This design comes from an exercise in tuning for small area, a short achievable clock period and few clock cycles on the open sky130 flow, not from production work. The RTL was checked by simulation tests, not by an equivalence proof against the original design.

Setup of maple:
Design sqrt_u32, start of the top module:
module sqrt_u32(
        input             clk,
        input             rst_n,
        input             vld_in,
        input      [31:0] x,
        output reg        vld_out,
        output     [15:0] y
    );
Settings: LEC_CHECK=0, CAP_MARGIN=20, CORE_MARGIN=2, CORE_UTILIZATION=55, SLEW_MARGIN=20; clock period 10.0 ns.
standard.sh (not shown) runs the stock make flow with config.mk's settings and CLKGATE_MAP_FILE= SYNTH_SCRIPT=/design/flow/synth_recipe.tcl, a recipe that flattens the netlist after the stock synthesis.
==> flow/flow/run.sh <==
#!/bin/bash
set -euo pipefail
MARGIN=$(cat flow/margin.txt)
bash standard.sh \
  "SETUP_SLACK_MARGIN=$MARGIN" \
  "BUFFER_PORTS_ARGS=-buffer_cell sky130_fd_sc_hd__buf_1" \
  finish > standard.log 2>&1
==> flow/flow/margin.txt <==
6.9
The final layout from maple, which completed every stage, passed the timing, DRC and antenna checks at the end of the flow.
Testbench counts of maple, summed over its fixed seeds: cycles 33,608.
### maple -> xenon
==> flow/flow/margin.txt <==
7.2
--- outcome ---
met2 wirelength from detailed routing on xenon is up relative to maple.
maple -> xenon: number of cells on the worst hold path flat
For routed wire length on met3, dividing the value from xenon by the value from maple gives 0.858.
In the flow results for xenon and maple, the number of buffers outside the clock class in the layout is larger on xenon.
Between xenon and maple, path length in cells of the critical path is lower for xenon, maple comes in above that.
Going from maple to xenon, worst endpoint required time shrinks by 2.17 ns.
Lower total of cells resized after clock tree synthesis was reported by maple, not xenon.

---

sqrt_u32, a different RTL version from the one above (not shown whole).
Size in the first run: about 300 cells after synthesis, about 52 flip-flops, roughly 52 I/O pins, about 0.0029 sq mm of cells after synthesis.
// sqrt_u32
module sqrt_u32(
        input             clk,
        input             rst_n,
        input             vld_in,
        input      [31:0] x,
        output reg        vld_out,
        output     [15:0] y
    );
clock: 10.0 ns
lec_check: 0
cap_margin: 20
core_margin: 2
core_utilization: 55
slew_margin: 20
==> flow/flow/margin.txt <==
7.0
Scripts as last shown in full above: flow/flow/run.sh
The starting point completed with no timing, DRC or antenna violations.
Testbench counts at the start, summed over its fixed seeds: cycles 33,608.
Next try:
--- a/flow/config.mk
+++ b/flow/config.mk
@@ -9,3 +9,3 @@
 export CORE_MARGIN = 2
-export CORE_UTILIZATION = 55
+export CORE_UTILIZATION = 62
 export SLEW_MARGIN = 20
The changed run completed with no timing, DRC or antenna violations; global-route usage climbs by 2.5 points; area after synthesis is unchanged; critical path depth shrinks by 4; via count came out lower by about 0.3%; worst setup slack got worse by 18 ps; flip-flop and latch count does not change; wire length falls by about 3%; hold slack hardly moves; final area drops by about 1.3%.

---

Starting RTL as in the previous note.
export LEC_CHECK = 0
export CAP_MARGIN = 20
export CORE_MARGIN = 2
export CORE_UTILIZATION = 48
export SLEW_MARGIN = 20
create_clock -name core_clock -period 10.0 [get_ports {clk}]
Scripts as last shown in full above: flow/flow/run.sh, flow/flow/margin.txt
The baseline ran to the end with no violations.
Testbench counts at the start, summed over its fixed seeds: cycles 33,608.
Edit:
==> flow/flow/margin.txt (replaced) <==
7.1
- CORE_UTILIZATION: 48 -> 55
What happened: Global-route usage goes up by 1.2 points; cell area rose slightly; wire length drops slightly; synthesized cell count stays the same; core utilization rises by 9.1 points; sequential share of layout area hardly moves; die area is lower by roughly a tenth; critical path depth stays the same; setup slack is better by 0.014 ns.

---

Another version of the RTL of sqrt_u32 (not shown whole).
Size: roughly 460 cells after synthesis, about 52 flip-flops, about 52 I/O pins, ~3100 um^2 of cells after synthesis.
Settings: LEC_CHECK=0, ABC_AREA=1, CAP_MARGIN=20, CORE_MARGIN=2, CORE_UTILIZATION=55, SLEW_MARGIN=20; clock period 10.0 ns.
==> flow/flow/margin.txt <==
6.9
Scripts as last shown in full above: flow/flow/run.sh
Testbench counts at the start, summed over its fixed seeds: cycles 33,608.
==> next run, changes <==
==> flow/flow/margin.txt (replaced) <==
7.0
--- a/flow/config.mk
+++ b/flow/config.mk
@@ -8 +7,0 @@
-export ABC_AREA = 1
@@ -11 +10 @@
-export CORE_UTILIZATION = 55
+export CORE_UTILIZATION = 70
What happened: Sequential share of layout area is higher by 0.68 points; routed wire length shrinks by 7.0%; synthesized area is lower by 4.8%.
==> next run, changes <==
--- a/flow/config.mk
+++ b/flow/config.mk
@@ -10 +10 @@
-export CORE_UTILIZATION = 70
+export CORE_UTILIZATION = 55
=> Routed wire length shrinks by 0.97%; count of clock-buffer cells in the layout shrinks by 2; sequential cell count is unchanged; worst setup slack is better by 0.015 ns; cell count grows by 4.2%; maximum frequency grows by 0.50%; synthesized area is unchanged; via count shrinks by 1.8%.
==> next run, changes <==
==> flow/flow/margin.txt (replaced) <==
6.8
--- a/flow/config.mk
+++ b/flow/config.mk
@@ -10 +10 @@
-export CORE_UTILIZATION = 55
+export CORE_UTILIZATION = 40
Final area stays flat.
First-iteration DRC count goes down by about a fifth.
Final cell count goes up by a few percent.
Register-to-register slack is worse by 0.13 ns.
Fmax goes down by a few percent.

==> re-timing with driven ports <==
The results above use ideal ports. As a check the final layouts listed here were re-extracted and re-timed, cells and wires unchanged. Step 1, drivers: a clkbuf_16 drives clk and a buf_2 each remaining input, both assumed. Step 2 adds t to the input delays and takes it off the output delays; t is the mean of the earliest and latest rising clock arrival at the registers after step 1. Input paths then give back, and output paths get back, about the clock's delay inside the block. Slacks: ideal / step 1 / step 2; pairs: ideal / step 1.
| run | t, ns | slack for setup (ns) | worst register clock-pin slew, ns |
|---|---|---|---|
| maple | 0.332 | 7.048 / 7.052 / 6.720 | 0.10 / 0.10 |
| xenon | 0.332 | 7.211 / 7.184 / 6.930 | 0.10 / 0.10 |
| the first run of note 2 | 0.329 | 7.080 / 7.089 / 6.760 | 0.10 / 0.10 |
| the second run of note 2 | 0.331 | 7.061 / 7.033 / 6.798 | 0.09 / 0.09 |
| the first run of note 3 | 0.330 | 7.103 / 7.075 / 6.799 | 0.10 / 0.10 |
| the second run of note 3 | 0.327 | 7.118 / 7.089 / 6.830 | 0.10 / 0.10 |
| the first run of note 4 | 0.327 | 7.089 / 7.094 / 6.769 | 0.09 / 0.09 |
| the second run of note 4 | 0.324 | 7.072 / 7.072 / 6.755 | 0.09 / 0.09 |
| the third run of note 4 | 0.329 | 7.087 / 7.057 / 6.824 | 0.10 / 0.10 |
| the fourth run of note 4 | 0.337 | 6.966 / 6.975 / 6.639 | 0.10 / 0.10 |
After both steps every run listed still meets setup and hold. For maple, which loses most, drivers alone change the setup slack by +0.004 ns; drivers and shift together by -0.328 ns.
